This design comes from an exercise in tuning for small area on the open sky130 flow, not from production work.
The RTL was checked by simulation tests, not by an equivalence proof against the original design.
No run shown here takes its clock network from TritonCTS; it comes from the design's own scripts or RTL.
The clock input has no modelled driver; a real chip could not lean on it and would need a root buffer or a full tree.
Power figures rest on the tool's default switching activity, not on a simulated workload.

File: config.mk
export PLATFORM = sky130hd
export DESIGN_NAME = top
export DESIGN_NICKNAME = top
export VERILOG_FILES = /design/flow/design.v
export SDC_FILE = /design/flow/constraint.sdc
export NUM_CORES = 4
export LEC_CHECK = 0
export CAP_MARGIN = 20
export CORE_MARGIN = 2
export CORE_UTILIZATION = 40
export CTS_BUF_LIST = sky130_fd_sc_hd__clkbuf_8
export SLEW_MARGIN = 20
File: constraint.sdc
create_clock -name core_clock -period 6.0 [get_ports {clk}]
set_input_delay 1.2000 -clock core_clock [delete_from_list [all_inputs] [get_ports {clk}]]
set_output_delay 1.2000 -clock core_clock [all_outputs]
set_load 0.01 [all_outputs]
File: design.v
module bcd_binario (
    input  logic [7:0] bcd,  
    output logic [3:0] bin
);
    assign bin = bcd[3:0] + ((bcd[7:4] == 4'b0001) ? 4'b1010 : 4'b0000);
endmodule
module debounce (
    input  logic clk,
    input  logic rst,           
    input  logic key,           
    output logic key_stable     
);
    logic       s1, s2;
    logic [5:0] cnt;
    logic       fb, sat;
    assign fb  = cnt[0] ^ ~(cnt[5] | (cnt[2] & cnt[1]));
    assign sat = cnt[5] & cnt[4] & cnt[2];
    always_ff @(posedge clk or negedge rst) begin
        if (!rst) begin
            s1         <= 1'b1;
            s2         <= 1'b1;
            key_stable <= 1'b1;
        end else begin
            s1 <= key;
            s2 <= s1;
            if (sat) key_stable <= s2;
        end
    end
    always_ff @(posedge clk)
        cnt <= (s1 ^ s2) ? 6'h20 : {cnt[4:0], fb};
endmodule
module display_bin_hex (
    input  logic [3:0] switch,
    output logic [6:0] seven  
);
    always_comb begin
        case (switch)
            4'b0000: seven = 7'b0000001;  
            4'b0001: seven = 7'b1001111;  
            4'b0010: seven = 7'b0010010;  
            4'b0011: seven = 7'b0000110;  
            4'b0100: seven = 7'b1001100;  
            4'b0101: seven = 7'b0100100;  
            4'b0110: seven = 7'b0100000;  
            4'b0111: seven = 7'b0001111;  
            4'b1000: seven = 7'b0000000;  
            4'b1001: seven = 7'b0000100;  
            4'b1010: seven = 7'b0001000;  
            4'b1011: seven = 7'b1100000;  
            4'b1100: seven = 7'b0110001;  
            4'b1101: seven = 7'b1000010;  
            default: seven = 7'b1111111;  
        endcase
    end
endmodule
module display_7seg (
    input  logic       clk,
    input  logic       rst,
    input  logic [3:0] digit,     
    output logic [6:0] seven
);
    logic [3:0] d1, d2;
    always_ff @(posedge clk or negedge rst) begin
        if (!rst) begin
            d1 <= 4'd0;
            d2 <= 4'b1111;    
        end else begin
            d1 <= digit;
            d2 <= d1;
        end
    end
    display_bin_hex u_display_bin_hex (.switch(d2), .seven(seven));
endmodule
module teclado (
    input  logic       clk,
    input  logic       rst,
    input  logic [3:0] filas,      
    input  logic [1:0] col_idx,    
    output logic [3:0] boton
);
    logic       rv;
    logic [1:0] ri;
    always_ff @(posedge clk) begin
        rv    <= (filas == 4'b0111) | (filas == 4'b1011) |
                 (filas == 4'b1101) | (filas == 4'b1110);
        ri[1] <= filas[3] & filas[2];
        ri[0] <= ~(filas[3] & filas[1]);
        if (!rv) boton <= 4'b1111;
        else case ({col_idx, ri})
            4'b00_00: boton <= 4'b0100;  
            4'b00_01: boton <= 4'b0001;  
            4'b00_10: boton <= 4'b1101;  
            4'b00_11: boton <= 4'b0111;  
            4'b01_00: boton <= 4'b0101;  
            4'b01_01: boton <= 4'b0010;  
            4'b01_10: boton <= 4'b0000;  
            4'b01_11: boton <= 4'b1000;  
            4'b10_00: boton <= 4'b0110;  
            4'b10_01: boton <= 4'b0011;  
            4'b10_10: boton <= 4'b1110;  
            4'b10_11: boton <= 4'b1001;  
            4'b11_00: boton <= 4'b1011;  
            4'b11_01: boton <= 4'b1010;  
            4'b11_10: boton <= 4'b1101;  
            4'b11_11: boton <= 4'b1100;  
        endcase
    end
endmodule
module operacion (
    input  logic [3:0] dividendo,
    input  logic [3:0] divisor,
    output logic [3:0] cociente,
    output logic [3:0] resto
);
    always_comb begin
        logic [3:0] r;
        logic [4:0] d;
        r = 4'd0;
        for (int i = 3; i >= 0; i--) begin
            r = {r[2:0], dividendo[i]};
            d = {1'b0, r} - {1'b0, divisor};
            cociente[i] = ~d[4];
            if (!d[4]) r = d[3:0];
        end
        resto = r;
    end
endmodule
module top (
    input  logic       clk,    
    input  logic       rst,    
    output logic [3:0] anodo,  
    output logic [6:0] seven,  
    output logic [3:0] col,    
    input  logic [3:0] fil     
);
    logic [2:0] m6;
    logic       p2;
    logic [3:0] m9;         
    logic [1:0] sel_d;
    logic       nph_d;      
    logic [1:0] cc;
    logic       e6, e12, e54;
    assign e6  = m6[2] & m6[1] & ~m6[0];
    assign e12 = e6 & p2;
    assign e54 = e6 & m9[3];
    always_ff @(posedge clk or negedge rst) begin
        if (!rst) begin
            m6    <= 3'b010;
            p2    <= 1'b0;
            m9    <= 4'd0;
            sel_d <= 2'd0;
            nph_d <= 1'b1;
            cc    <= 2'd0;
        end else begin
            m6 <= {m6[1:0], ~m6[2] & (m6[0] | ~m6[1])};
            if (e6) begin
                {sel_d, nph_d, p2} <= {sel_d, nph_d, p2} + 4'd1;
                m9 <= m9[3] ? 4'd0 : m9 + 4'd1;
            end
            if (e54) cc <= cc + 2'd1;
        end
    end
    always_comb begin
        case (cc)
            2'd0: col = 4'b0111;
            2'd1: col = 4'b1011;
            2'd2: col = 4'b1101;
            2'd3: col = 4'b1110;
        endcase
        anodo = 4'b1111;
        if (!nph_d) anodo[sel_d] = 1'b0;
    end
    logic [1:0] sel;
    assign sel = sel_d + {1'b0, e12 & nph_d};
    logic [3:0] filas;
    logic [3:0] boton;
    debounce f0 (.clk(clk), .rst(rst), .key(fil[0]), .key_stable(filas[0]));
    debounce f1 (.clk(clk), .rst(rst), .key(fil[1]), .key_stable(filas[1]));
    debounce f2 (.clk(clk), .rst(rst), .key(fil[2]), .key_stable(filas[2]));
    debounce f3 (.clk(clk), .rst(rst), .key(fil[3]), .key_stable(filas[3]));
    teclado teclado_inst (
        .clk(clk), .rst(rst), .filas(filas), .col_idx(cc), .boton(boton)
    );
    logic n1, n2, key_down;
    always_ff @(posedge clk or negedge rst) begin
        if (!rst) begin
            n1       <= 1'b0;
            key_down <= 1'b0;
        end else begin
            key_down <= n2 & n1 & (boton != 4'b1111);
            n1       <= (boton == 4'b1111);
        end
    end
    always_ff @(posedge clk) n2 <= n1;
    localparam logic [1:0] S_A = 2'd0, S_B = 2'd1, S_OP = 2'd2;
    logic [1:0] tgt;
    logic       w;
    logic [9:0] cnt;
    logic       cnt_hi9, cnt_end, cnt_fb;
    assign cnt_hi9 = &cnt[8:0];
    assign cnt_end = cnt_hi9 & cnt[9];
    assign cnt_fb  = ~(cnt[9] ^ cnt[6]) | cnt_hi9;
    logic [3:0] P1, P0;
    logic [3:0] a_bin;     
    logic [3:0] p_bin;
    bcd_binario conv (.bcd({P1, P0}), .bin(p_bin));
    logic is_star, is_hash, go_wait;
    assign is_star = (boton == 4'b1101);
    assign is_hash = (boton == 4'b1110);
    assign go_wait = key_down & ~w & (~tgt[1] | is_star);
    always_ff @(posedge clk or negedge rst) begin
        if (!rst) begin
            tgt <= S_A;
            w   <= 1'b0;
            P1  <= 4'b1111;
            P0  <= 4'b1111;
        end else begin
            if (go_wait) begin
                w <= 1'b1;
                if (is_star) begin
                    tgt <= S_A;
                    P1  <= 4'b1111;
                    P0  <= 4'b1111;
                end else if (is_hash) begin
                    if (~tgt[0]) begin
                        tgt <= S_B;
                        P1  <= 4'b1111;
                        P0  <= 4'b1111;
                    end else begin
                        tgt <= S_OP;
                        P1  <= p_bin;
                    end
                end else begin
                    P1 <= P0;
                    P0 <= boton;
                end
            end else if (w & cnt_end) begin
                w <= 1'b0;
            end
        end
    end
    always_ff @(posedge clk) begin
        if (go_wait)
            cnt <= 10'h2b6;
        else if (w & cnt_end)
            cnt <= 10'h25c;
        else
            cnt <= {cnt[8:0], cnt_fb};
        if (tgt == S_A)    
            a_bin <= p_bin;
    end
    logic [3:0] q, r;
    logic       shown;
    operacion div (.dividendo(a_bin), .divisor(P1), .cociente(q), .resto(r));
    assign shown = ~w & cnt_end;
    logic       op, res;
    logic [3:0] digit;
    assign op  = tgt[1];
    assign res = op & shown;
    always_comb begin
        case (sel)
            2'd0: digit = res ? r : (op ? 4'b1111 : P0);
            2'd1: digit = P1;
            2'd2: digit = res ? q : 4'b1111;
            2'd3: digit = op ? a_bin : {3'b101, tgt[0]};
        endcase
    end
    display_7seg display (.clk(clk), .rst(rst), .digit(digit), .seven(seven));
endmodule
File: flow/run.sh
#!/bin/bash
# Layout flow: the standard ORFS flow (standard.sh) with three changes:
#  - synthesis maps adders as plain logic (no ha/fa cells) and runs ABC with
#    an area-oriented mapping script (flow/abc.script) instead of ORFS's;
#    everything else in synthesis is synth_recipe.tcl unchanged;
#  - the port buffers are sky130_fd_sc_hd__buf_1;
#  - the clock tree is four clock buffers driven by the clock port, one per
#    quadrant of the flip-flops (flow/cts_pre.tcl).
set -uo pipefail
W=$PWD
export MANUAL_CTS_BUF=sky130_fd_sc_hd__clkbuf_16
export MANUAL_CTS_GROUPS=3
# synthesis script: synth_recipe.tcl with the abc command's -script replaced
{
  head -n 1 synth_recipe.tcl
  cat <<EOT
proc abc {args} {
  set i [lsearch -exact \$args -script]
  if { \$i >= 0 } { lset args [expr {\$i + 1}] $W/flow/abc.script }
  yosys abc {*}\$args
}
EOT
  tail -n +2 synth_recipe.tcl
} > synth_area.tcl
bash standard.sh SYNTH_SCRIPT=$W/synth_area.tcl ADDER_MAP_FILE= \
  "BUFFER_PORTS_ARGS=-buffer_cell sky130_fd_sc_hd__buf_1" \
  PRE_CTS_TCL=$W/flow/cts_pre.tcl \
  finish > standard_run.log 2>&1
File: flow/abc.script
strash
&get -n
&deepsyn -T 30
&put
strash
&get -n
&dch -f
&nf -R 1000 -p
&put
File: flow/cts_pre.tcl
# Clock tree built by hand, run as ORFS's PRE_CTS_TCL hook: the clock port
# drives four identical clock buffers, one per quadrant of the flip-flops
# (split at the median x, then at the median y of each half); each buffer is
# placed at the centre of its flip-flops. The hook replaces the
# clock_tree_synthesis command for the rest of cts.tcl, which then
# legalizes, repairs timing and writes the results as usual.
set ::manual_cts_buf sky130_fd_sc_hd__clkbuf_8
if { [info exists ::env(MANUAL_CTS_BUF)] } { set ::manual_cts_buf $::env(MANUAL_CTS_BUF) }

proc mcts_split {items axis} {
  set sorted [lsort -real -index $axis $items]
  set n [llength $sorted]
  set h [expr {$n / 2}]
  return [list [lrange $sorted 0 [expr {$h - 1}]] [lrange $sorted $h end]]
}

proc clock_tree_synthesis {args} {
  set block [ord::get_db_block]
  set db [ord::get_db]
  set clk_net [$block findNet clk]
  set items {}
  foreach it [$clk_net getITerms] {
    set inst [$it getInst]
    set bb [$inst getBBox]
    set x [expr {([$bb xMin] + [$bb xMax]) / 2.0}]
    set y [expr {([$bb yMin] + [$bb yMax]) / 2.0}]
    lappend items [list $x $y $it]
  }
  puts "manual CTS: [llength $items] sinks, buffer $::manual_cts_buf"
  set groups {}
  set ng 4
  if { [info exists ::env(MANUAL_CTS_GROUPS)] } { set ng $::env(MANUAL_CTS_GROUPS) }
  if { $ng == 4 } {
    foreach half [mcts_split $items 0] {
      foreach q [mcts_split $half 1] { lappend groups $q }
    }
  } else {
    # ng strips along x
    set sorted [lsort -real -index 0 $items]
    set n [llength $sorted]
    for {set k 0} {$k < $ng} {incr k} {
      set lo [expr {($k * $n) / $ng}]
      set hi [expr {(($k + 1) * $n) / $ng - 1}]
      lappend groups [lrange $sorted $lo $hi]
    }
  }
  set master [$db findMaster $::manual_cts_buf]
  set g 0
  foreach grp $groups {
    set sx 0.0; set sy 0.0
    foreach e $grp { set sx [expr {$sx + [lindex $e 0]}]; set sy [expr {$sy + [lindex $e 1]}] }
    set n [llength $grp]
    set cx [expr {int($sx / $n)}]
    set cy [expr {int($sy / $n)}]
    set inst [odb::dbInst_create $block $master clkbuf_man_$g]
    set net [odb::dbNet_create $block clknet_man_$g]
    $net setSigType CLOCK
    foreach e $grp {
      set it [lindex $e 2]
      $it disconnect
      $it connect $net
    }
    [$inst findITerm A] connect $clk_net
    [$inst findITerm X] connect $net
    $inst setLocation $cx $cy
    $inst setPlacementStatus PLACED
    puts "manual CTS: buffer $g drives $n sinks at ($cx, $cy)"
    incr g
  }
  set_propagated_clock [all_clocks]
}
File: standard.sh
#!/bin/bash
# synth_recipe.tcl (not shown) runs the flow's synth.tcl, then flattens the netlist and writes it again
# the make line also repeats each setting of config.mk as NAME=value (left out here)
make -C /OpenROAD-flow-scripts/flow DESIGN_CONFIG=/design/flow/config.mk WORK_HOME=/design/flow/orfs CLKGATE_MAP_FILE= SYNTH_SCRIPT=/design/flow/synth_recipe.tcl "${@:-finish}"
==> results of run 1 <==
-- state kept, by name, summed over array words and instances (netlist names), 6 cells and up --
register,count
f0.cnt,6
cnt,10
f2.cnt,6
f1.cnt,6
f3.cnt,6
-- power breakdown --
group / leakage [nW] / switching [W] / internal (W) / total, W
Clock: 0.0370 / 0.000147 / 0.0000930 / 0.000240
Combinational: 0.615 / 0.0000168 / 0.0000109 / 0.0000277
Sequential: 0.904 / 0.00000994 / 0.000641 / 0.000651
-- cell usage after synthesis, drive strengths merged (3+ instances only) --
cell / count
a21oi: 29
a31oi: 3
and2: 21
and3: 3
clkinv: 7
dfrtp: 20
dfstp: 26
dfxtp: 42
edfxtp: 4
mux2: 6
nand2: 48
nand2b: 16
nand3: 12
nand4: 3
nor2: 45
nor2b: 3
nor3: 7
o21a: 5
o21ai: 11
o22ai: 5
xnor2: 14
xor2: 3
-- layout make-up --
cell class                 count  area share
buffer                         3      0.0193
inverter                       7     0.00674
multi-input combinational    257       0.365
sequential                    92       0.550
tap                          108      0.0347
timing repair buffer          22      0.0234
-- routing by layer --
layer,vias up,GRT usage,routed length [µm]
met4,0,0.00948,47
met3,4,0.00993,174
met1,1176,0.176,2940
met5,-,0,0
met2,29,0.211,2840
li1,1264,-,-
-- cell families after synthesis --
logic type	synth area share
XOR/XNOR	0.0414
adder cells (fa/ha/maj)	0.00278
AO/OA/AOI/OAI	0.108
AND/OR/NAND/NOR	0.226
buffers and inverters	0.00731
flip-flops	0.597
multiplexers	0.0188
-- stage by stage --
step,worst slack (ns),std cells,instance area (µm²),util,power [W]
after floorplan,3.15,356,3590,-,0.000678
after global placement,2.87,486,3820,0.438,0.000691
after detailed placement,2.83,486,3820,0.438,0.000692
after CTS,2.77,489,3900,0.447,0.000932
after global routing,2.46,489,3900,0.447,0.000958
final,2.73,489,3900,0.447,0.000918
-- path summary, 6_finish.rpt --
| path | end | slack [ns] | depth (start not counted) |
|---|---|---|---|
| max | display.d1[0] | 2.73 | 17 |
| min | display.d2[2] | 0.36 | 0 |
| max reg2reg | display.d1[0] | 2.73 | 17 |
| min reg2reg | display.d2[2] | 0.36 | 0 |
| max in group asynchronous | m6[1] | 4.50 | 2 |
| min in group asynchronous | n1 | 1.09 | 2 |
==> results.json, run 1 <==
{
  "ys_top_cells_by_area": "dfxtp_1 23%, dfstp_2 19%, dfrtp_1 14%",
  "ant_nets": 0,
  "ir_worst_vdd_v": 0.000249,
  "place_congestion": 0.867,
  "layout_common_cells": "48 x nand2_1, 45 x nor2_1, 42 x dfxtp_1",
  "drive_above_1_share": 0.0840,
  "crit_buf_inv": 1,
  "detailed_place_hpwl_um": 4350,
  "wl_um": 6010,
  "worst_pin_slew_ns": 0.828,
  "yosys_warnings": 6,
  "holdWs_ns": 0.362,
  "die_area_um2": 9760,
  "nNetsFinal": 389,
  "slowest_stage": "dfstp_2",
  "path_class": "reg2reg",
  "fillCellCount": 827,
  "leakage_nw": 1.56,
  "rows": 34,
  "synth_top_area_frac": 0.234,
  "critical_path.top_delay_family": "compound AO/OA/AOI/OAI gates",
  "first_pass_iters": 4,
  "netlist-cell-type-count": 40,
  "worstSetupEndpointType": "flop",
  "insertion_delay_ns": 0.17,
  "cap_violations": 0,
  "floorplan.initialDensity": 0.412,
  "synth_ff_type": "dfxtp_1",
  "power_density_nw_per_um2": 236,
  "grt_setup_unrepaired": "no",
  "slew_headroom": 0.444,
  "drc": 0,
  "syn_to_final_growth_pct": 8.39,
  "cp_max_fo": 8,
  "critPathLaunch": "P1[0]",
  "hp-start": "display.d1[2]",
  "seqCellArea_um2": 2140,
  "postSynthAreaPerCell_um2": 10.1,
  "fin_tns_setup_ns": 0,
  "vias": 2473,
  "syn_nets": 362,
  "async_reset_ff_frac": 0.500,
  "grt_pass1_wl_um": 10500,
  "overflow": 0,
  "ys_ff_latch": 92,
  "n_antenna_cell": 0,
  "core_um2": 8720,
  "fmax_mhz": 306,
  "finalCritPeriodShare": 0.545,
  "yosysSeqAreaShare": 0.597,
  "synth_top_cell_by_area": "dfxtp_1",
  "hold_viol_final": 0,
  "worstSetupStartpointType": "flop",
  "layout_commonest_cell": "nand2_1",
  "cts_setup_buffers": 0,
  "status": "finished clean",
  "drv_slew": 0,
  "synthCells": 356,
  "multi_input_area_um2": 1420,
  "path_cells": "clkinv_1, nor3_1, nand2b_1, nand2_1, a21oi_1, nor2_1, xnor2_1, nor2_1, nor2_1, maj3_1, a21oi_1, a31oi_1, a21oi_1, xnor2_1, nor3_1, a31oi_1, o31a_1",
  "antenna_found_initial": 0,
  "syn_area_um2": 3590,
  "first_global_vias": 2384,
  "ctsHoldBuffers": 0,
  "worst_ep_required_time_ns": 6.11,
  "grt_start_max_net_pins": 47,
  "io_pins": 21,
  "grt_usage": 0.122,
  "crit_arrival_ns": 3.38,
  "finalSetupViolations": 0,
  "io_buffer_count": 20,
  "routed_via_density": 5.06,
  "clkTransAtPathRegs_ns": 0.11,
  "wl_per_cell_um": 12.3,
  "max_stage_delay_ns": 0.61,
  "dieHeight_um": 98.8,
  "die_w_um": 98.8,
  "initialDrtViolationCount": 72,
  "worstHoldPathType": "reg2reg",
  "r2r_start": "P1[0]",
  "layout_min_cycle_time_ns": 3.27,
  "skew_ns": 0.0110,
  "synth_edf_count": 4,
  "cts_resized": 0
}
==> inputs of run 2 (changes only) <==
--- a/flow/run.sh
+++ b/flow/run.sh
@@ -9,7 +9,7 @@
 set -uo pipefail
 W=$PWD
 export MANUAL_CTS_BUF=sky130_fd_sc_hd__clkbuf_16
-export MANUAL_CTS_GROUPS=3
+export MANUAL_CTS_GROUPS=4
 # synthesis script: synth_recipe.tcl with the abc command's -script replaced
 {
   head -n 1 synth_recipe.tcl
==> run 2 against run 1 <==
Against the previous run:
- worst hold slack worse by 0.0046 ns
- register-to-register slack hardly changed
- routed wire length grew 1.4%
- first-iteration DRC count increased by 51%
- core utilization increased by 0.29 points
- worst setup slack better by 0.013 ns
- critical path type unchanged
- synthesized area unchanged
- synthesized cell count did not move
- clock power rose by 12%
- sequential share of layout area down 0.35 points
- cell count rose by 0.20%
- sequential power about the same
- highest routed layer unchanged
==> results.json, run 2 <==
{
  "hold_depth": 0,
  "wl_um": 6090,
  "reg2reg_slack_ns": 2.74,
  "fin_tns_setup_ns": 0,
  "multi_input_area_um2": 1420,
  "initialDrtViolationCount": 109,
  "place_congestion": 0.867,
  "routed_via_density": 5.09,
  "rows": 34,
  "r2r_start": "P1[0]",
  "cap_violations": 0,
  "skew_ns": 0.00699,
  "overflow": 0,
  "yosysSeqAreaShare": 0.597,
  "clkTransAtPathRegs_ns": 0.09,
  "synth_edf_count": 4,
  "seqCellArea_um2": 2140,
  "postSynthAreaPerCell_um2": 10.1,
  "power_density_nw_per_um2": 242,
  "finalCritPeriodShare": 0.543,
  "slew_headroom": 0.455,
  "drv_slew": 0,
  "syn_nets": 362,
  "critPathLaunch": "P1[0]",
  "vias": 2495,
  "cp_max_fo": 8,
  "p_int_w": 0.000773,
  "grt_usage": 0.123,
  "syn_to_final_growth_pct": 9.08,
  "worstReg2RegEnd": "display.d1[0]",
  "worst_pin_slew_ns": 0.812,
  "pre_cts_ws_ns": 2.83,
  "cts_setup_buffers": 0,
  "io_buffer_count": 20,
  "syn_area_um2": 3590,
  "layout_min_cycle_time_ns": 3.26,
  "cp-endpoint": "display.d1[0]",
  "finalSetupViolations": 0,
  "ctsHoldBuffers": 0,
  "worstSetupEndpointType": "flop",
  "status": "finished clean",
  "grt_setup_unrepaired": "no",
  "critical_path.top_delay_family": "compound AO/OA/AOI/OAI gates",
  "grt_start_max_net_pins": 47,
  "drc": 0,
  "worstHoldPathType": "reg2reg",
  "largest_reg_flops": 10,
  "nNetsFinal": 390,
  "p_switching_w": 0.000175,
  "max_stage_delay_ns": 0.61,
  "ys_ff_latch": 92,
  "p_comb_frac": 0.029,
  "slowest_stage": "dfstp_2",
  "async_reset_ff_frac": 0.500,
  "synth_top_area_frac": 0.234,
  "path_cells": "clkinv_1, nor3_1, nand2b_1, nand2_1, a21oi_1, nor2_1, xnor2_1, nor2_1, nor2_1, maj3_1, a21oi_1, a31oi_1, a21oi_1, xnor2_1, nor3_1, a31oi_1, o31a_1",
  "insertion_delay_ns": 0.16,
  "cts_resized": 0,
  "netlist-cell-type-count": 40,
  "switching_share": 0.185,
  "layout_common_cells": "48 x nand2_1, 45 x nor2_1, 42 x dfxtp_1",
  "wl_per_cell_um": 12.4,
  "synth.most_common_cell": "nand2_1",
  "regMostFlops": "cnt",
  "layout_commonest_cell": "nand2_1",
  "ant_nets": 0,
  "ir_worst_vdd_v": 0.000208,
  "hold_viol_final": 0,
  "synthCells": 356,
  "antenna_found_initial": 0,
  "synth_common_cells": "48 x nand2_1, 45 x nor2_1, 42 x dfxtp_1",
  "yosys_warnings": 6,
  "grt_pass1_wl_um": 10600,
  "synth_ff_type": "dfxtp_1",
  "worst_slack_ns": 2.74,
  "cp_num_cells": 17,
  "path_class": "reg2reg",
  "die_w_um": 98.8,
  "drive_above_1_share": 0.0864,
  "synth_top_cell_by_area": "dfxtp_1",
  "die_area_um2": 9760,
  "crit_buf_inv": 1,
  "worst_ep_required_time_ns": 6.09,
  "first_global_vias": 2370,
  "n_antenna_cell": 0,
  "io_pins": 21,
  "fillCellCount": 822,
  "crit_arrival_ns": 3.35,
  "ys_top_cells_by_area": "dfxtp_1 23%, dfstp_2 19%, dfrtp_1 14%",
  "core_um2": 8720,
  "first_pass_iters": 4,
  "detailed_place_hpwl_um": 4350,
  "worstSetupStartpointType": "flop",
  "seqPwrFrac": 0.686,
  "fmax_mhz": 307,
  "leakage_nw": 1.57,
  "dieHeight_um": 98.8,
  "r2r_cells": 17,
  "floorplan.initialDensity": 0.412,
  "p_clk_frac": 0.285
}
[run 2: cell counts after synthesis]
No cell type changed its count.
[run 2: cell families (layout without fill, tap and decap cells)]
family,Yosys count,in the layout,share of synthesized area
muxes,6,6,0.0188
buffers and inverters,7,33,0.00731
AOI/OAI and AO/OA,65,65,0.108
DFF,92,92,0.597
and+or+nand+nor,168,168,0.226
xor gates and xnor gates,17,17,0.0414
adders and majority gates,1,1,0.00278
[run 2: layout make-up]
class	count	share of cell area
buffer	4	0.0255
inverter	7	0.00670
multi-input combinational	257	0.363
sequential	92	0.547
tap	108	0.0345
timing repair buffer	22	0.0233
[run 2: metal layers]
metal / routed length [µm] / up-vias / GRT usage / share of wire
met5: 0 / - / 0 / 0
met3: 253 / 2 / 0.0142 / 0.042
met1: 2990 / 1184 / 0.182 / 0.49
met2: 2810 / 48 / 0.205 / 0.46
met4: 46 / 0 / 0.00948 / 0.0076
li1: - / 1261 / - / -
[run 2: how the worst min path moves through the flow]
stage / from / endpoint / slack [ns]
after CTS: n1 / n2 / 0.36
final: display.d1[2] / display.d2[2] / 0.36
after global routing: display.d1[3] / display.d2[3] / 0.37
after detailed placement: display.d1[2] / display.d2[2] / 0.34
after floorplan: display.d1[0] / display.d2[0] / 0.33
after global placement: display.d1[3] / display.d2[3] / 0.34
[run 2: metrics by stage]
stage,total power [W],hold slack (ns),util,cell area (µm²),instances
floorplan,0.000678,0.333,-,3590,356
global placement,0.000691,0.337,0.438,3820,486
detailed placement,0.000692,0.340,0.438,3820,486
CTS,0.000963,0.363,0.450,3920,490
global route,0.000991,0.373,0.450,3920,490
finish,0.000949,0.358,0.450,3920,490
[run 2: power by group through the flow]
stage                     logic [W]  registers [W]  clock network, W
final                     0.0000277       0.000651          0.000270
after CTS                 0.0000290       0.000651          0.000283
after detailed placement  0.0000290       0.000663                 0
after floorplan           0.0000177       0.000661                 0
after global placement    0.0000278       0.000663                 0
after global routing      0.0000336       0.000654          0.000304
==> inputs of run 3 (changes only) <==
--- a/design.v
+++ b/design.v
@@ -142,12 +142,12 @@
     logic       e6, e12, e54;
     assign e6  = m6[2] & m6[1] & ~m6[0];
     assign e12 = e6 & p2;
-    assign e54 = e6 & m9[3];
+    assign e54 = e6 & m9[3] & m9[2];
     always_ff @(posedge clk or negedge rst) begin
         if (!rst) begin
             m6    <= 3'b010;
             p2    <= 1'b0;
-            m9    <= 4'd0;
+            m9    <= 4'b1000;
             sel_d <= 2'd0;
             nph_d <= 1'b1;
             cc    <= 2'd0;
@@ -155,17 +155,17 @@
             m6 <= {m6[1:0], ~m6[2] & (m6[0] | ~m6[1])};
             if (e6) begin
                 {sel_d, nph_d, p2} <= {sel_d, nph_d, p2} + 4'd1;
-                m9 <= m9[3] ? 4'd0 : m9 + 4'd1;
+                m9 <= {m9[2:0], ~m9[1] & ~(m9[3] ^ m9[0])};
             end
-            if (e54) cc <= cc + 2'd1;
+            if (e54) cc <= {cc[0], ~cc[1]};    
         end
     end
     always_comb begin
         case (cc)
-            2'd0: col = 4'b0111;
-            2'd1: col = 4'b1011;
-            2'd2: col = 4'b1101;
-            2'd3: col = 4'b1110;
+            2'b00: col = 4'b0111;
+            2'b01: col = 4'b1011;
+            2'b11: col = 4'b1101;
+            2'b10: col = 4'b1110;
         endcase
         anodo = 4'b1111;
         if (!nph_d) anodo[sel_d] = 1'b0;
@@ -179,7 +179,7 @@
     debounce f2 (.clk(clk), .rst(rst), .key(fil[2]), .key_stable(filas[2]));
     debounce f3 (.clk(clk), .rst(rst), .key(fil[3]), .key_stable(filas[3]));
     teclado teclado_inst (
-        .clk(clk), .rst(rst), .filas(filas), .col_idx(cc), .boton(boton)
+        .clk(clk), .rst(rst), .filas(filas), .col_idx({cc[1], cc[1] ^ cc[0]}), .boton(boton)
     );
     logic n1, n2, key_down;
     always_ff @(posedge clk or negedge rst) begin
@@ -229,6 +229,7 @@
                     end else begin
                         tgt <= S_OP;
                         P1  <= p_bin;
+                        P0  <= 4'b1111;
                     end
                 end else begin
                     P1 <= P0;
@@ -259,7 +260,7 @@
     assign res = op & shown;
     always_comb begin
         case (sel)
-            2'd0: digit = res ? r : (op ? 4'b1111 : P0);
+            2'd0: digit = res ? r : P0;
             2'd1: digit = P1;
             2'd2: digit = res ? q : 4'b1111;
             2'd3: digit = op ? a_bin : {3'b101, tgt[0]};
--- a/flow/run.sh
+++ b/flow/run.sh
@@ -4,12 +4,12 @@
 #    an area-oriented mapping script (flow/abc.script) instead of ORFS's;
 #    everything else in synthesis is synth_recipe.tcl unchanged;
 #  - the port buffers are sky130_fd_sc_hd__buf_1;
-#  - the clock tree is four clock buffers driven by the clock port, one per
-#    quadrant of the flip-flops (flow/cts_pre.tcl).
+#  - the clock tree is three clock buffers driven by the clock port, each
+#    driving a third of the flip-flops (split along x; flow/cts_pre.tcl).
 set -uo pipefail
 W=$PWD
 export MANUAL_CTS_BUF=sky130_fd_sc_hd__clkbuf_16
-export MANUAL_CTS_GROUPS=4
+export MANUAL_CTS_GROUPS=3
 # synthesis script: synth_recipe.tcl with the abc command's -script replaced
 {
   head -n 1 synth_recipe.tcl
--- a/flow/cts_pre.tcl
+++ b/flow/cts_pre.tcl
@@ -1,6 +1,7 @@
 # Clock tree built by hand, run as ORFS's PRE_CTS_TCL hook: the clock port
-# drives four identical clock buffers, one per quadrant of the flip-flops
-# (split at the median x, then at the median y of each half); each buffer is
+# drives MANUAL_CTS_GROUPS identical clock buffers (MANUAL_CTS_BUF). With 4
+# groups, one per quadrant of the flip-flops (split at the median x, then at
+# the median y of each half); otherwise equal strips along x. Each buffer is
 # placed at the centre of its flip-flops. The hook replaces the
 # clock_tree_synthesis command for the rest of cts.tcl, which then
 # legalizes, repairs timing and writes the results as usual.
==> run 3 against run 2 <==
Against the previous run:
- worst setup slack worse by 0.47 ns
- sequential share of layout area rose by 0.31 points
- largest power group unchanged
- final area shrank 0.51%
- sequential power about the same
- global-route usage grew 0.30 points
- flip-flop and latch count unchanged
- synthesized cell count is the same
==> results.json, run 3 <==
{
  "die_w_um": 98.9,
  "initialDrtViolationCount": 68,
  "multi_input_area_um2": 1380,
  "drv_slew": 0,
  "regMostFlops": "cnt",
  "finalSetupViolations": 0,
  "grt_usage": 0.126,
  "synth_edf_count": 4,
  "antenna_found_initial": 0,
  "ir_worst_vdd_v": 0.000265,
  "final_cells": 489,
  "insertion_delay_ns": 0.17,
  "slew_headroom": 0.540,
  "ant_nets": 0,
  "first_global_vias": 2367,
  "worst_pin_slew_ns": 0.685,
  "drc": 0,
  "dp.cells": 486,
  "worstSetupStartpointType": "flop",
  "grt_pass1_wl_um": 10800,
  "synth_common_cells": "43 x nor2_1, 42 x dfxtp_1, 37 x nand2_1",
  "nNetsFinal": 389,
  "leakage_nw": 1.57,
  "first_pass_iters": 4,
  "hold_viol_final": 0,
  "worstHoldPathType": "reg2reg",
  "synth_top_family_by_area": "simple AND/OR/NAND/NOR gates",
  "grt_setup_unrepaired": "no",
  "place_congestion": 0.880,
  "cp_max_fo": 9,
  "n_antenna_cell": 0,
  "synth_top_area_frac": 0.234,
  "syn_to_final_growth_pct": 8.38,
  "yosys_warnings": 6,
  "synthSimpleGateAreaFrac": 0.195,
  "finalCritPeriodShare": 0.622,
  "io_pins": 21,
  "postSynthAreaPerCell_um2": 10.1,
  "dieHeight_um": 98.9,
  "ys_top_cells_by_area": "dfxtp_1 23%, dfstp_2 20%, dfrtp_1 13%",
  "wl_um": 5990,
  "floorplan.initialDensity": 0.413,
  "detailed_place_hpwl_um": 4350,
  "worstSetupEndpointType": "flop",
  "grt_start_max_net_pins": 47,
  "ys_ff_latch": 92,
  "vias": 2470,
  "syn_area_um2": 3600,
  "worst_slack_ns": 2.27,
  "synth.most_common_cell": "nor2_1",
  "skew_ns": 0.00893,
  "cap_violations": 0,
  "fmax_mhz": 268,
  "worst_ep_required_time_ns": 6.06,
  "die_area_um2": 9770,
  "cts_resized": 0,
  "path_class": "reg2reg",
  "fillCellCount": 848,
  "syn_nets": 362,
  "yosysSeqAreaShare": 0.596,
  "status": "finished clean",
  "crit_arrival_ns": 3.79,
  "synth_ff_type": "dfxtp_1",
  "wl_per_cell_um": 12.3,
  "synth_compound_area_frac": 0.121,
  "core_um2": 8720,
  "fin_tns_setup_ns": 0,
  "io_buffer_count": 20,
  "cts_setup_buffers": 0,
  "holdWs_ns": 0.366,
  "synth_top_cell_by_area": "dfxtp_1",
  "ctsHoldBuffers": 0,
  "layout_common_cells": "43 x nor2_1, 42 x dfxtp_1, 37 x nand2_1",
  "synth_mux_area_frac": 0.0282,
  "synthCells": 356,
  "seqCellArea_um2": 2150,
  "yosys.area_share.adder": 0.00556,
  "drive_above_1_share": 0.0866,
  "layout_min_cycle_time_ns": 3.73,
  "power_density_nw_per_um2": 235,
  "pre_cts_ws_ns": 2.29,
  "synth-xor-area-share": 0.0341,
  "async_reset_ff_frac": 0.500,
  "clkTransAtPathRegs_ns": 0.11,
  "largest_reg_flops": 10,
  "overflow": 0,
  "layout_commonest_cell": "nor2_1",
  "routed_via_density": 5.05,
  "rows": 34,
  "netlist-cell-type-count": 39
}
## run 3: per-stage QoR
stage                     total power, W  utilization  instance area (µm²)
after floorplan                 0.000678            -                 3600
after global placement          0.000690        0.439                 3830
after detailed placement        0.000692        0.439                 3830
after CTS                       0.000935        0.447                 3900
after global routing            0.000960        0.447                 3900
final                           0.000918        0.447                 3900
## run 3: kinds of logic after synthesis
kind of cell	after synthesis
AOI/OAI and AO/OA	72
xor gates and xnor gates	14
adders and majority gates	2
muxes	9
and+or+nand+nor	147
buffers and inverters	20
DFF	92
## run 3: layout make-up
type	instances	share of cell area
Buffer	3	0.0192
Inverter	20	0.0192
Multi-Input combinational cell	244	0.353
Sequential cell	92	0.550
Tap cell	108	0.0346
Timing Repair Buffer	22	0.0234
## run 3: power breakdown
part	internal (W)	switching, W	total, W	leakage (nW)
registers	0.000641	0.0000101	0.000651	0.901
logic	0.0000109	0.0000172	0.0000281	0.630
clock network	0.0000930	0.000146	0.000239	0.0370
total	0.000745	0.000173	0.000918	1.57
## run 3: worst max-delay path: stages (launching register included)
cell and delay [ns]:
dfstp_2 0.64, clkinv_1 0.15, o21ai_0 0.33, a21oi_1 0.11
a21oi_1 0.19, nor2_1 0.06, a211oi_1 0.36, nand2_1 0.10
a22oi_1 0.24, clkinv_1 0.11, maj3_1 0.38, clkinv_1 0.08
maj3_1 0.18, a21oi_1 0.06, or2_0 0.28, and3_1 0.18
nor3_1 0.12, nor3_1 0.06
## run 3: per-layer routing
metal  share of wire  GRT usage  wire length (µm)
met4          0.0088    0.00948                53
met1            0.46      0.169              2740
met3           0.031    0.00780               187
met2            0.50      0.235              3010
met5               0          0                 0
## run 3: worst paths after layout
kind / slack (ns) / cells past startpoint / start / endpoint
worst min register to register: 0.37 / 0 / display.d1[2] / display.d2[2]
worst max-delay path: 2.27 / 17 / P1[1] / display.d1[1]
worst min-delay path: 0.37 / 0 / display.d1[2] / display.d2[2]
max in group asynchronous: 4.51 / 2 / rst / f0.s2
min in group asynchronous: 1.08 / 2 / rst / m9[0]
worst max register to register: 2.27 / 17 / P1[1] / display.d1[1]
==> inputs of run 4 (changes only) <==
--- a/design.v
+++ b/design.v
@@ -10,24 +10,22 @@
     input  logic key,           
     output logic key_stable     
 );
-    logic       s1, s2;
+    logic       s2;
     logic [5:0] cnt;
     logic       fb, sat;
     assign fb  = cnt[0] ^ ~(cnt[5] | (cnt[2] & cnt[1]));
     assign sat = cnt[5] & cnt[4] & cnt[2];
     always_ff @(posedge clk or negedge rst) begin
         if (!rst) begin
-            s1         <= 1'b1;
             s2         <= 1'b1;
             key_stable <= 1'b1;
         end else begin
-            s1 <= key;
-            s2 <= s1;
+            s2 <= key;
             if (sat) key_stable <= s2;
         end
     end
     always_ff @(posedge clk)
-        cnt <= (s1 ^ s2) ? 6'h20 : {cnt[4:0], fb};
+        cnt <= (key ^ s2) ? 6'h20 : {cnt[4:0], fb};
 endmodule
 module display_bin_hex (
     input  logic [3:0] switch,
@@ -78,13 +76,18 @@
     input  logic [1:0] col_idx,    
     output logic [3:0] boton
 );
-    logic       rv;
-    logic [1:0] ri;
+    logic       rv1, rv;
+    logic [1:0] ri1, ri;
+    always_ff @(posedge clk or negedge rst) begin
+        if (!rst) rv1 <= 1'b0;
+        else      rv1 <= (filas == 4'b0111) | (filas == 4'b1011) |
+                         (filas == 4'b1101) | (filas == 4'b1110);
+    end
     always_ff @(posedge clk) begin
-        rv    <= (filas == 4'b0111) | (filas == 4'b1011) |
-                 (filas == 4'b1101) | (filas == 4'b1110);
-        ri[1] <= filas[3] & filas[2];
-        ri[0] <= ~(filas[3] & filas[1]);
+        ri1[1] <= filas[3] & filas[2];
+        ri1[0] <= ~(filas[3] & filas[1]);
+        rv     <= rv1;
+        ri     <= ri1;
         if (!rv) boton <= 4'b1111;
         else case ({col_idx, ri})
             4'b00_00: boton <= 4'b0100;  
==> run 4 against run 3 <==
Against the previous run:
- first-iteration DRC count decreased by 10%
- sequential power shrank 2%
- clock power is 2% lower
- worst setup slack improved by 0.073 ns
- clock skew down 0.0040 ns
- via count down 2.6%
- combinational power down 13%
- synthesized cell count fell by 5.9%
==> results.json, run 4 <==
{
  "grt_pass1_wl_um": 10300,
  "dieHeight_um": 97.8,
  "skew_ns": 0.00497,
  "yosys_warnings": 6,
  "synth_edf_count": 4,
  "cp_max_fo": 8,
  "async_reset_ff_frac": 0.473,
  "yosysSeqAreaShare": 0.599,
  "path_cells": "clkinv_1, o21ai_0, nand2_1, a31oi_1, a21oi_1, a211oi_1, a41o_1, and2_0, xnor2_1, maj3_1, nor2_1, o21ai_0, nand2_1, and3_1, o21ai_0, nand3_1",
  "floorplan.initialDensity": 0.407,
  "overflow": 0,
  "rows": 34,
  "syn_area_um2": 3520,
  "path_class": "reg2reg",
  "drc": 0,
  "fin_tns_setup_ns": 0,
  "layout_commonest_cell": "dfxtp_1",
  "first_pass_iters": 4,
  "worstHoldPathType": "reg2reg",
  "seqCellArea_um2": 2110,
  "largest_reg_flops": 10,
  "cts_resized": 0,
  "synth.most_common_cell": "dfxtp_1",
  "n_antenna_cell": 0,
  "synthCells": 335,
  "wl_per_cell_um": 12.5,
  "layout_min_cycle_time_ns": 3.66,
  "insertion_delay_ns": 0.17,
  "wl_um": 5840,
  "syn_to_final_growth_pct": 8.43,
  "multi_input_area_um2": 1380,
  "ir_worst_vdd_v": 0.000231,
  "hold_viol_final": 0,
  "hp-start": "teclado_inst.ri1[1]",
  "worst_pin_slew_ns": 0.580,
  "ant_nets": 0,
  "final_cells": 467,
  "status": "finished clean",
  "place_congestion": 0.877,
  "grt_setup_unrepaired": "no",
  "ys_ff_latch": 91,
  "detailed_place_hpwl_um": 4290,
  "fillCellCount": 844,
  "io_pins": 21,
  "cap_violations": 0,
  "die_w_um": 97.8,
  "worstHoldEndpoint": "teclado_inst.ri[1]",
  "worstSetupStartpointType": "flop",
  "reg2reg_slack_ns": 2.34,
  "antenna_found_initial": 0,
  "finalCritPeriodShare": 0.610,
  "fmax_mhz": 273,
  "worstReg2RegEnd": "display.d1[1]",
  "hold_depth": 0,
  "max_stage_delay_ns": 0.63,
  "grt_usage": 0.122,
  "nNetsFinal": 367,
  "grt_start_max_net_pins": 44,
  "clkTransAtPathRegs_ns": 0.11,
  "routed_via_density": 5.15,
  "postSynthAreaPerCell_um2": 10.5,
  "synth_top_cell_by_area": "dfxtp_1",
  "ctsHoldBuffers": 0,
  "netlist-cell-type-count": 38,
  "regMostFlops": "cnt",
  "syn_nets": 341,
  "vias": 2405,
  "ys_top_cells_by_area": "dfxtp_1 25%, dfstp_2 17%, dfrtp_1 14%",
  "worst_ep_required_time_ns": 6.05,
  "power_density_nw_per_um2": 236,
  "die_area_um2": 9560,
  "initialDrtViolationCount": 61,
  "cts_setup_buffers": 0,
  "core_um2": 8640,
  "io_buffer_count": 20,
  "first_global_vias": 2226,
  "r2r_start": "P1[1]",
  "finalSetupViolations": 0,
  "layout_common_cells": "44 x dfxtp_1, 30 x nand2_1, 26 x o21ai_0",
  "leakage_nw": 1.46,
  "synth_ff_type": "dfxtp_1",
  "synth_top_area_frac": 0.250,
  "drive_above_1_share": 0.0780,
  "crit_arrival_ns": 3.71,
  "synth_common_cells": "44 x dfxtp_1, 30 x nand2_1, 26 x o21ai_0",
  "slew_headroom": 0.611,
  "r2r_cells": 16,
  "worstSetupEndpointType": "flop",
  "slowest_stage": "dfstp_2",
  "drv_slew": 0,
  "dp.cells": 464,
  "crit_top_cell": "o21ai_0"
}
run 4: power breakdown:
group	leakage [nW]	switching (W)	internal (W)	total, W
combinational	0.530	0.0000150	0.00000950	0.0000245
sequential	0.889	0.00000912	0.000631	0.000640
clock	0.0370	0.000142	0.0000928	0.000235
run 4: cell families after synthesis:
kind of cell    count (synthesis)  share of synthesized area
simple gates                  131                      0.188
flops                          91                      0.599
compound gates                 78                      0.133
xor+xnor                       15                     0.0373
buf+inv                        10                     0.0107
mux                             9                     0.0288
fa+ha+maj                       1                    0.00285
run 4: area by class of cell:
cell class,instances,share of cell area
Buffer,3,0.0197
Inverter,10,0.00984
Multi-Input combinational cell,234,0.360
Sequential cell,91,0.552
Tap cell,108,0.0354
Timing Repair Buffer,21,0.0226
run 4: worst max-delay path by stage:
| stage | start | end | slack (ns) |
|---|---|---|---|
| after global placement | P1[1] | display.d1[1] | 2.60 |
| after CTS | P1[1] | display.d1[1] | 2.39 |
| after detailed placement | P1[1] | display.d1[1] | 2.43 |
| after floorplan | P1[1] | display.d1[1] | 2.87 |
| after global routing | P1[1] | display.d1[1] | 1.98 |
| final | P1[1] | display.d1[1] | 2.34 |
run 4: metal layers:
| metal | global-route usage | routed length (µm) | up-vias |
|---|---|---|---|
| met5 | 0 | 0 | - |
| met4 | 0.0192 | 84 | 0 |
| met3 | 0.00716 | 156 | 10 |
| met2 | 0.215 | 2840 | 39 |
| met1 | 0.169 | 2760 | 1140 |
| li1 | - | - | 1216 |
run 4: critical path: cells and delay by family, from the launching register on:
| family | cells | cell delay (ns) |
|---|---|---|
| AOI/OAI and AO/OA | 7 | 1.53 |
| xor gates and xnor gates | 1 | 0.17 |
| DFF | 1 | 0.63 |
| and+or+nand+nor | 6 | 0.82 |
| buffers and inverters | 1 | 0.13 |
| adders and majority gates | 1 | 0.26 |
run 4: stage by stage:
step	area [µm²]	total power, W	worst slack (ns)	util	hold slack (ns)
2_1_floorplan	3520	0.000665	2.87	-	0.310
6_report	3810	0.000900	2.34	0.442	0.336
4_1_cts	3810	0.000916	2.39	0.441	0.340
5_1_grt	3810	0.000938	1.98	0.442	0.344
3_5_place_dp	3740	0.000678	2.43	0.433	0.313
3_3_place_gp	3740	0.000677	2.60	0.433	0.312
==> inputs of run 5 (changes only) <==
--- a/design.v
+++ b/design.v
@@ -11,10 +11,11 @@
     output logic key_stable     
 );
     logic       s2;
-    logic [5:0] cnt;
+    logic [5:0] y, v;
     logic       fb, sat;
-    assign fb  = cnt[0] ^ ~(cnt[5] | (cnt[2] & cnt[1]));
-    assign sat = cnt[5] & cnt[4] & cnt[2];
+    assign v   = y ^ 6'h2a;
+    assign fb  = v[5] ? (v[4] & (~v[2] | v[0])) : (~v[4] | v[2]);
+    assign sat = v[5] & v[4] & v[0];
     always_ff @(posedge clk or negedge rst) begin
         if (!rst) begin
             s2         <= 1'b1;
@@ -25,7 +26,7 @@
         end
     end
     always_ff @(posedge clk)
-        cnt <= (key ^ s2) ? 6'h20 : {cnt[4:0], fb};
+        y <= (key ^ s2) ? 6'h00 : ({v[4:0], fb} ^ 6'h2a);
 endmodule
 module display_bin_hex (
     input  logic [3:0] switch,
@@ -140,7 +141,7 @@
     logic       p2;
     logic [3:0] m9;         
     logic [1:0] sel_d;
-    logic       nph_d;      
+    logic       ph_d;       
     logic [1:0] cc;
     logic       e6, e12, e54;
     assign e6  = m6[2] & m6[1] & ~m6[0];
@@ -152,12 +153,16 @@
             p2    <= 1'b0;
             m9    <= 4'b1000;
             sel_d <= 2'd0;
-            nph_d <= 1'b1;
+            ph_d  <= 1'b0;
             cc    <= 2'd0;
         end else begin
             m6 <= {m6[1:0], ~m6[2] & (m6[0] | ~m6[1])};
             if (e6) begin
-                {sel_d, nph_d, p2} <= {sel_d, nph_d, p2} + 4'd1;
+                p2   <= ~p2;
+                if (p2) begin
+                    ph_d <= ~ph_d;
+                    if (!ph_d) sel_d <= sel_d + 2'd1;
+                end
                 m9 <= {m9[2:0], ~m9[1] & ~(m9[3] ^ m9[0])};
             end
             if (e54) cc <= {cc[0], ~cc[1]};    
@@ -171,10 +176,10 @@
             2'b10: col = 4'b1110;
         endcase
         anodo = 4'b1111;
-        if (!nph_d) anodo[sel_d] = 1'b0;
+        if (ph_d) anodo[sel_d] = 1'b0;
     end
     logic [1:0] sel;
-    assign sel = sel_d + {1'b0, e12 & nph_d};
+    assign sel = sel_d + {1'b0, e12 & ~ph_d};
     logic [3:0] filas;
     logic [3:0] boton;
     debounce f0 (.clk(clk), .rst(rst), .key(fil[0]), .key_stable(filas[0]));
@@ -203,7 +208,10 @@
     assign cnt_hi9 = &cnt[8:0];
     assign cnt_end = cnt_hi9 & cnt[9];
     assign cnt_fb  = ~(cnt[9] ^ cnt[6]) | cnt_hi9;
+    logic [3:0] nP1, nP0;    
     logic [3:0] P1, P0;
+    assign P1 = ~nP1;
+    assign P0 = ~nP0;
     logic [3:0] a_bin;     
     logic [3:0] p_bin;
     bcd_binario conv (.bcd({P1, P0}), .bin(p_bin));
@@ -215,28 +223,28 @@
         if (!rst) begin
             tgt <= S_A;
             w   <= 1'b0;
-            P1  <= 4'b1111;
-            P0  <= 4'b1111;
+            nP1 <= 4'b0000;
+            nP0 <= 4'b0000;
         end else begin
             if (go_wait) begin
                 w <= 1'b1;
                 if (is_star) begin
                     tgt <= S_A;
-                    P1  <= 4'b1111;
-                    P0  <= 4'b1111;
+                    nP1 <= 4'b0000;
+                    nP0 <= 4'b0000;
                 end else if (is_hash) begin
                     if (~tgt[0]) begin
                         tgt <= S_B;
-                        P1  <= 4'b1111;
-                        P0  <= 4'b1111;
+                        nP1 <= 4'b0000;
+                        nP0 <= 4'b0000;
                     end else begin
                         tgt <= S_OP;
-                        P1  <= p_bin;
-                        P0  <= 4'b1111;
+                        nP1 <= ~p_bin;
+                        nP0 <= 4'b0000;
                     end
                 end else begin
-                    P1 <= P0;
-                    P0 <= boton;
+                    nP1 <= nP0;
+                    nP0 <= ~boton;
                 end
             end else if (w & cnt_end) begin
                 w <= 1'b0;
==> run 5 against run 4 <==
Against the previous run:
- synthesized area shrank 0.50%
- cell count up 4.9%
- die area shrank 0.48%
- first-iteration DRC count increased by 77%
- critical endpoint is now display.d1[0]
- largest cell class unchanged
==> results.json, run 5 <==
{
  "layout_min_cycle_time_ns": 2.78,
  "floorplan.initialDensity": 0.407,
  "fin_tns_setup_ns": 0,
  "final_cells": 490,
  "worst_pin_slew_ns": 0.613,
  "yosysSeqAreaShare": 0.598,
  "path_class": "reg2reg",
  "worst_ep_required_time_ns": 6.11,
  "synth_top_cell_by_area": "dfxtp_1",
  "n_antenna_cell": 0,
  "synth_top_area_frac": 0.252,
  "cts_resized": 0,
  "die_area_um2": 9520,
  "slew_headroom": 0.590,
  "yosys_warnings": 6,
  "overflow": 0,
  "slowest_stage": "dfstp_2",
  "antenna_found_initial": 0,
  "crit_buf_inv": 0,
  "async_reset_ff_frac": 0.473,
  "initialDrtViolationCount": 108,
  "rows": 34,
  "io_buffer_count": 20,
  "clkTransAtPathRegs_ns": 0.11,
  "final_util": 0.442,
  "finalSetupViolations": 0,
  "dieHeight_um": 97.6,
  "cap_violations": 0,
  "drv_slew": 0,
  "power_density_nw_per_um2": 375,
  "crit_top_cell": "nand2_1",
  "postSynthAreaPerCell_um2": 9.78,
  "first_pass_iters": 4,
  "syn_area_um2": 3500,
  "finalCritPeriodShare": 0.463,
  "fmax_mhz": 360,
  "synth_edf_count": 4,
  "ys_top_cells_by_area": "dfxtp_1 25%, dfrtp_1 21%, dfstp_2 11%",
  "worstHoldPathType": "reg2reg",
  "synthCells": 358,
  "critical_path.top_delay_family": "simple AND/OR/NAND/NOR gates",
  "insertion_delay_ns": 0.17,
  "vias": 2496,
  "nNetsFinal": 390,
  "ant_nets": 0,
  "cts_setup_buffers": 0,
  "status": "finished clean",
  "die_w_um": 97.6,
  "path_cells": "nor2b_1, and2_0, nand2_1, nor2_1, nand2_1, xnor2_1, nor2_1, nand2_1, a21oi_1, a211oi_1, o31ai_1, a31oi_1",
  "multi_input_area_um2": 1380,
  "fillCellCount": 838,
  "crit_arrival_ns": 2.89,
  "place_congestion": 0.880,
  "regMostFlops": "cnt",
  "grt_start_max_net_pins": 44,
  "syn_to_final_growth_pct": 8.40,
  "hold_viol_final": 0,
  "ir_worst_vdd_v": 0.000378,
  "worstSetupStartpointType": "flop",
  "holdWs_ns": 0.337,
  "synth.most_common_cell": "nand2_1",
  "layout_commonest_cell": "nand2_1",
  "grt_pass1_wl_um": 10200,
  "worstSetupEndpointType": "flop",
  "netlist-cell-type-count": 40,
  "ys_ff_latch": 91,
  "wl_per_cell_um": 11.5,
  "seqCellArea_um2": 2090,
  "first_global_vias": 2341,
  "grt_usage": 0.121,
  "synth_ff_type": "dfxtp_1",
  "syn_nets": 364,
  "synth_common_cells": "59 x nand2_1, 57 x nor2_1, 44 x dfxtp_1",
  "io_pins": 21,
  "leakage_nw": 1.54,
  "drc": 0,
  "layout_common_cells": "59 x nand2_1, 57 x nor2_1, 44 x dfxtp_1",
  "detailed_place_hpwl_um": 4170,
  "routed_via_density": 5.09,
  "largest_reg_flops": 10,
  "max_stage_delay_ns": 0.53,
  "skew_ns": 0.0120,
  "ctsHoldBuffers": 0,
  "dp.cells": 487,
  "core_um2": 8590,
  "cp_max_fo": 7,
  "grt_setup_unrepaired": "no",
  "wl_um": 5660,
  "drive_above_1_share": 0.0497
}
-- run 5: changes by cell type in the layout (fill, tap and decap cells not counted), moves of 7 or more --
cell,delta
dfstp_2,-9
dfrtp_1,+9
a21oi_1,-7
nor2_1,+32
and2_0,-13
nand2_1,+29
-- run 5: cell type report --
cell class,instances,area share
Buffer,3,0.0198
Multi-Input combinational cell,260,0.364
Inverter,7,0.00692
Timing Repair Buffer,21,0.0221
Sequential cell,91,0.552
Tap cell,108,0.0356
-- run 5: worst register-to-register path, stage by stage, from the launching register on --
cell	delay (ns)
dfstp_2	0.53
nor2b_1	0.18
and2_0	0.29
nand2_1	0.13
nor2_1	0.16
nand2_1	0.09
xnor2_1	0.43
nor2_1	0.19
nand2_1	0.11
a21oi_1	0.07
a211oi_1	0.29
o31ai_1	0.12
a31oi_1	0.14
-- run 5: worst paths after layout --
check | from | endpoint | slack [ns] | cells after the start
max reg2reg | m6[1] | display.d1[0] | 3.22 | 12
min in group asynchronous | rst | n1 | 1.09 | 2
min reg2reg | teclado_inst.ri1[0] | teclado_inst.ri[0] | 0.34 | 0
max in group asynchronous | rst | m6[1] | 4.52 | 2
min | teclado_inst.ri1[0] | teclado_inst.ri[0] | 0.34 | 0
max | m6[1] | display.d1[0] | 3.22 | 12
-- run 5: cells by family after synthesis --
| logic type | after synthesis | synth area share |
|---|---|---|
| and+or+nand+nor | 175 | 0.223 |
| DFF | 91 | 0.598 |
| AOI/OAI and AO/OA | 60 | 0.105 |
| xor gates and xnor gates | 20 | 0.0500 |
| buffers and inverters | 7 | 0.00751 |
| muxes | 5 | 0.0161 |
-- run 5: metrics by stage --
| step | power (W) | setup WS (ns) | area [µm²] |
|---|---|---|---|
| finish | 0.00142 | 3.22 | 3790 |
| global route | 0.00153 | 2.87 | 3790 |
| floorplan | 0.00112 | 3.56 | 3500 |
| CTS | 0.00145 | 3.19 | 3790 |
| detailed placement | 0.00120 | 3.20 | 3720 |
| global placement | 0.00119 | 3.19 | 3720 |
-- run 5: power breakdown --
part | switching [W] | internal, W
clock | 0.000141 | 0.0000927
combinational | 0.000167 | 0.000143
sequential | 0.000110 | 0.000769
total | 0.000417 | 0.00100
-- run 5: routing by layer --
layer,up-vias,wire (µm),global-route usage
met5,-,0,0
met3,9,228,0.00791
met2,48,2800,0.223
li1,1271,-,-
met1,1168,2560,0.160
met4,0,76,0.0182
==> inputs of run 6 (changes only) <==
==> flow/abc.script (replaced) <==
strash
&get -n
&deepsyn -I 3 -J 50
&put
strash
&get -n
&dch -f
&nf -R 1000 -p
&dch -f
&nf -R 1000 -p
&put
==> run 6 against run 5 <==
Against the previous run:
- still clean
- register-to-register slack got worse by 0.85 ns
- via count fell by 0.60%
- synthesized area up 0.43%
- die area up 0.42%
- largest cell class unchanged
==> results.json, run 6 <==
{
  "status": "finished clean",
  "initialDrtViolationCount": 91,
  "n_antenna_cell": 0,
  "hold_viol_final": 0,
  "syn_area_um2": 3520,
  "grt_start_max_net_pins": 44,
  "r2r_start": "a_bin[3]",
  "worstReg2RegEnd": "display.d1[0]",
  "floorplan.initialDensity": 0.407,
  "rows": 34,
  "syn_nets": 358,
  "cts_resized": 0,
  "cts_setup_buffers": 0,
  "clkTransAtPathRegs_ns": 0.11,
  "die_w_um": 97.8,
  "cp_max_fo": 8,
  "slew_headroom": 0.600,
  "cap_violations": 0,
  "crit_arrival_ns": 3.73,
  "yosysSeqAreaShare": 0.596,
  "drc": 0,
  "worstHoldPathType": "reg2reg",
  "reg2reg_slack_ns": 2.37,
  "ant_nets": 0,
  "final_util": 0.442,
  "synth_mux_area_frac": 0.0160,
  "worst_slack_ns": 2.37,
  "ir_worst_vdd_v": 0.000376,
  "synth_top_area_frac": 0.251,
  "fmax_mhz": 276,
  "grt_pass1_wl_um": 10400,
  "async_reset_ff_frac": 0.473,
  "syn_to_final_growth_pct": 8.58,
  "ctsHoldBuffers": 0,
  "yosys.area_share.adder": 0.00285,
  "finalSetupViolations": 0,
  "layout_common_cells": "50 x nor2_1, 50 x nand2_1, 44 x dfxtp_1",
  "dp.cells": 482,
  "io_pins": 21,
  "antenna_found_initial": 0,
  "worstSetupEndpointType": "flop",
  "synth_top_cell_by_area": "dfxtp_1",
  "first_pass_iters": 4,
  "nNetsFinal": 385,
  "worst_ep_required_time_ns": 6.11,
  "grt_usage": 0.124,
  "largest_reg_flops": 10,
  "drv_slew": 0,
  "wl_um": 5980,
  "yosys_warnings": 6,
  "synth_common_cells": "50 x nand2_1, 50 x nor2_1, 44 x dfxtp_1",
  "synth_top_family_by_area": "simple AND/OR/NAND/NOR gates",
  "finalCritPeriodShare": 0.605,
  "first_global_vias": 2362,
  "worstSetupStartpointType": "flop",
  "synthCells": 352,
  "skew_ns": 0.00833,
  "wl_per_cell_um": 12.3,
  "netlist-cell-type-count": 39,
  "routed_via_density": 5.12,
  "ys_ff_latch": 91,
  "overflow": 0,
  "postSynthAreaPerCell_um2": 9.99,
  "drive_above_1_share": 0.0531,
  "synthSimpleGateAreaFrac": 0.214,
  "power_density_nw_per_um2": 372,
  "grt_setup_unrepaired": "no",
  "regMostFlops": "cnt",
  "holdWs_ns": 0.338,
  "synth-xor-area-share": 0.0473,
  "cp-endpoint": "display.d1[0]",
  "critPathLaunch": "a_bin[3]",
  "r2r_cells": 16,
  "synth_edf_count": 4,
  "detailed_place_hpwl_um": 4380,
  "ys_top_cells_by_area": "dfxtp_1 25%, dfrtp_1 21%, dfstp_2 10%",
  "place_congestion": 0.916,
  "leakage_nw": 1.54,
  "fin_tns_setup_ns": 0,
  "path_class": "reg2reg",
  "dieHeight_um": 97.8,
  "pre_cts_ws_ns": 2.43,
  "core_um2": 8640,
  "synth_ff_type": "dfxtp_1",
  "final_cells": 485,
  "layout_min_cycle_time_ns": 3.63,
  "synth_compound_area_frac": 0.116,
  "insertion_delay_ns": 0.17,
  "vias": 2481,
  "io_buffer_count": 20,
  "die_area_um2": 9560,
  "worst_pin_slew_ns": 0.599
}
[run 6: how the worst min path moves through the flow]
stage	startpoint	endpoint	cells after the start
after floorplan	teclado_inst.ri1[0]	teclado_inst.ri[0]	0
after global routing	teclado_inst.ri1[0]	teclado_inst.ri[0]	0
after global placement	teclado_inst.ri1[1]	teclado_inst.ri[1]	0
after detailed placement	teclado_inst.ri1[1]	teclado_inst.ri[1]	0
after CTS	teclado_inst.ri1[0]	teclado_inst.ri[0]	0
final	teclado_inst.ri1[0]	teclado_inst.ri[0]	0
[run 6: metal layers]
metal | vias to the layer above | GRT usage | routed length, µm
li1 | 1261 | - | -
met1 | 1180 | 0.162 | 2790
met2 | 36 | 0.232 | 2950
met3 | 4 | 0.0107 | 181
met4 | 0 | 0.0139 | 58
met5 | - | 0 | 0
[run 6: logic make-up (layout without fill, tap and decap cells)]
group | after synthesis | count (layout)
AND/OR/NAND/NOR | 161 | 161
multiplexers | 5 | 5
AO/OA/AOI/OAI | 67 | 67
buffers and inverters | 8 | 33
XOR/XNOR | 19 | 19
adder cells (fa/ha/maj) | 1 | 1
flip-flops | 91 | 91
[run 6: worst max-delay path, stage by stage (launching register included)]
cell	delay (ns)
edfxtp_1	0.52
o211ai_1	0.24
o21ai_0	0.15
o21ai_0	0.25
a21oi_1	0.11
or2_0	0.28
nor3b_1	0.23
xor2_1	0.19
clkinv_1	0.13
maj3_1	0.39
o21a_1	0.11
a31oi_1	0.26
a21oi_1	0.09
xor2_1	0.18
nor4b_1	0.24
a21oi_1	0.07
a21oi_1	0.12
[run 6: power breakdown]
| group | leakage, nW | switching, W | internal [W] | total, W |
|---|---|---|---|---|
| logic | 0.600 | 0.000166 | 0.000154 | 0.000320 |
| clock network | 0.0370 | 0.000145 | 0.0000929 | 0.000237 |
| registers | 0.908 | 0.0000991 | 0.000763 | 0.000862 |
[run 6: final cells by class]
cell class | instances | area (µm²)
well taps | 108 | 135
repair buffers | 22 | 91.3
plain buffers | 3 | 75.1
flip-flops and latches | 91 | 2090
multi-input cells | 253 | 1390
fillers | 837 | 4820
inverters | 8 | 30.0
[run 6: through the flow]
| stage | power, W | cell area, µm² |
|---|---|---|
| after floorplan | 0.00111 | 3520 |
| after global placement | 0.00119 | 3740 |
| after detailed placement | 0.00120 | 3740 |
| after CTS | 0.00144 | 3820 |
| after global routing | 0.00152 | 3820 |
| final | 0.00142 | 3820 |
==> inputs of run 7 (changes only) <==
==> flow/abc.script (replaced) <==
strash
&get -n
&fraig -x
&put
scorr
dc2
strash
&get -n
&deepsyn -I 10 -J 50
&put
strash
&get -n
&dch -f
&nf -R 1000 -p
&put
==> run 7 against run 6 <==
Against the previous run:
- still clean on timing, DRC and antenna
- first-iteration DRC count is 3.3% higher
- final area is 0.72% lower
- via count is 0.20% higher
- flip-flop and latch count stayed put
- combinational power is 7.8% lower
- clock power hardly changed
- worst setup slack better by 0.50 ns
- critical endpoint is now display.d1[1]
==> results.json, run 7 <==
{
  "status": "finished clean",
  "fin_tns_setup_ns": 0,
  "ir_worst_vdd_v": 0.000294,
  "clkTransAtPathRegs_ns": 0.11,
  "skew_ns": 0.0157,
  "worst_slack_ns": 2.87,
  "grt_setup_unrepaired": "no",
  "syn_nets": 352,
  "layout_commonest_cell": "nor2_1",
  "worstHoldPathType": "reg2reg",
  "synth_common_cells": "45 x nor2_1, 44 x dfxtp_1, 44 x nand2_1",
  "grt_pass1_wl_um": 10400,
  "cp_num_cells": 15,
  "path_cells": "nand2b_1, nand2b_1, a21oi_1, a21o_1, nor2_1, a21oi_1, nor2_1, xnor2_1, o21ai_0, maj3_1, o21ai_0, o21ai_0, nand3b_1, xnor2_1, a221oi_1",
  "grt_usage": 0.121,
  "path_class": "reg2reg",
  "total_power_w": 0.00140,
  "largest_reg_flops": 10,
  "layout_min_cycle_time_ns": 3.13,
  "die_w_um": 97.5,
  "crit_arrival_ns": 3.21,
  "dieHeight_um": 97.5,
  "insertion_delay_ns": 0.17,
  "r2r_cells": 15,
  "n_antenna_cell": 0,
  "layout_common_cells": "45 x nor2_1, 44 x nand2_1, 44 x dfxtp_1",
  "routed_via_density": 5.20,
  "overflow": 0,
  "die_area_um2": 9500,
  "finalSetupViolations": 0,
  "async_reset_ff_frac": 0.473,
  "synthCells": 346,
  "leakage_nw": 1.50,
  "fillCellCount": 834,
  "crit_top_cell": "o21ai_0",
  "final_area_um2": 3790,
  "synth_top_area_frac": 0.252,
  "synth.most_common_cell": "nor2_1",
  "worstSetupStartpointType": "flop",
  "postSynthAreaPerCell_um2": 10.1,
  "worstSetupEndpointType": "flop",
  "multi_input_area_um2": 1370,
  "ys_ff_latch": 91,
  "cts_setup_buffers": 0,
  "hold_viol_final": 0,
  "drc": 0,
  "first_pass_iters": 6,
  "ant_nets": 0,
  "critical_path.top_delay_family": "compound AO/OA/AOI/OAI gates",
  "cp_max_fo": 13,
  "worst_pin_slew_ns": 0.814,
  "drive_above_1_share": 0.0514,
  "syn_to_final_growth_pct": 8.41,
  "io_buffer_count": 20,
  "slowest_stage": "dfrtp_1",
  "first_global_vias": 2299,
  "seqCellArea_um2": 2090,
  "ys_top_cells_by_area": "dfxtp_1 25%, dfrtp_1 21%, dfstp_2 11%",
  "max_stage_delay_ns": 0.54,
  "worst_ep_required_time_ns": 6.08,
  "fmax_mhz": 319,
  "antenna_found_initial": 0,
  "crit_buf_inv": 0,
  "critPathLaunch": "nP1[0]",
  "place_area_um2": 3710,
  "yosys_warnings": 6,
  "synth_edf_count": 4,
  "finalCritPeriodShare": 0.522,
  "grt_start_max_net_pins": 44,
  "slew_headroom": 0.456,
  "regMostFlops": "cnt",
  "core_um2": 8590,
  "syn_area_um2": 3500,
  "yosysSeqAreaShare": 0.599,
  "synth_top_cell_by_area": "dfxtp_1",
  "power_density_nw_per_um2": 369,
  "floorplan.initialDensity": 0.407,
  "cap_violations": 0,
  "hp-start": "teclado_inst.ri1[0]",
  "vias": 2486,
  "r2r_start": "nP1[0]",
  "detailed_place_hpwl_um": 4270,
  "hold_depth": 0,
  "wl_um": 5800,
  "synth_ff_type": "dfxtp_1",
  "place_congestion": 0.841,
  "cts_resized": 0,
  "pre_cts_ws_ns": 2.94,
  "drv_slew": 0,
  "wl_per_cell_um": 12.1,
  "initialDrtViolationCount": 94,
  "netlist-cell-type-count": 38,
  "ctsHoldBuffers": 0,
  "io_pins": 21,
  "rows": 34,
  "nNetsFinal": 378
}
[run 7: worst paths after layout]
check	end	slack, ns
setup / recovery	display.d1[1]	2.87
hold / removal	teclado_inst.ri[0]	0.34
setup reg to reg	display.d1[1]	2.87
hold reg to reg	teclado_inst.ri[0]	0.34
max in group asynchronous	m6[1]	4.54
min in group asynchronous	nP0[2]	1.08
[run 7: where the power goes]
part	switching [W]	internal [W]	leakage [nW]
Combinational	0.000153	0.000142	0.554
Clock	0.000142	0.0000928	0.0370
Sequential	0.000105	0.000765	0.908
[run 7: cells by family after synthesis]
group                    count (synthesis)  synth area share
adder cells (fa/ha/maj)                  1           0.00286
buffers and inverters                    9           0.00966
XOR/XNOR                                17            0.0426
multiplexers                             4            0.0129
AND/OR/NAND/NOR                        152             0.203
AO/OA/AOI/OAI                           72             0.130
flip-flops                              91             0.599
[run 7: final cells by class]
| class | instances | share of cell area |
|---|---|---|
| multi-input combinational | 246 | 0.361 |
| tap | 108 | 0.0357 |
| timing repair buffer | 21 | 0.0221 |
| sequential | 91 | 0.553 |
| buffer | 3 | 0.0198 |
| inverter | 9 | 0.00891 |
[run 7: routing by layer]
metal / global-route usage / share of wire / wire [µm] / vias up
li1: - / - / - / 1257
met4: 0.00855 / 0.0088 / 51 / 0
met1: 0.174 / 0.48 / 2770 / 1186
met2: 0.211 / 0.48 / 2790 / 37
met3: 0.00935 / 0.033 / 194 / 6
met5: 0 / 0 / 0 / -
[run 7: stage by stage]
step	hold WS [ns]	cells	util
6_report	0.336	478	0.441
5_1_grt	0.344	478	0.441
4_1_cts	0.339	478	0.441
3_5_place_dp	0.313	475	0.432
3_3_place_gp	0.312	475	0.432
2_1_floorplan	0.310	346	-

==> afterwards: timing with drivers on the ports <==
No port has a modelled driver above. Below, the same layouts with a new extraction and two added sets of constraints.
Step 1: set_driving_cell puts a clkbuf_16 on clk and a buf_2 on each other input, an assumption about the parent block.
Step 2, shift: input delay + t, output delay - t, t = (earliest + latest rising clock arrival at the registers) / 2. This alone moves slack from input paths to output paths.
Three values: ideal ports, drivers, drivers and shift; two values: the first two.
run	t (ns)	setup slack, ns
run 1	0.227	2.730 / 2.730 / 2.730
run 2	0.226	2.744 / 2.744 / 2.744
run 3	0.222	2.270 / 2.270 / 2.270
run 4	0.225	2.343 / 2.343 / 2.343
run 5	0.225	3.219 / 3.219 / 3.219
run 6	0.224	2.371 / 2.371 / 2.371
run 7	0.223	2.867 / 2.867 / 2.867
After both steps setup and hold are still met in every run listed.
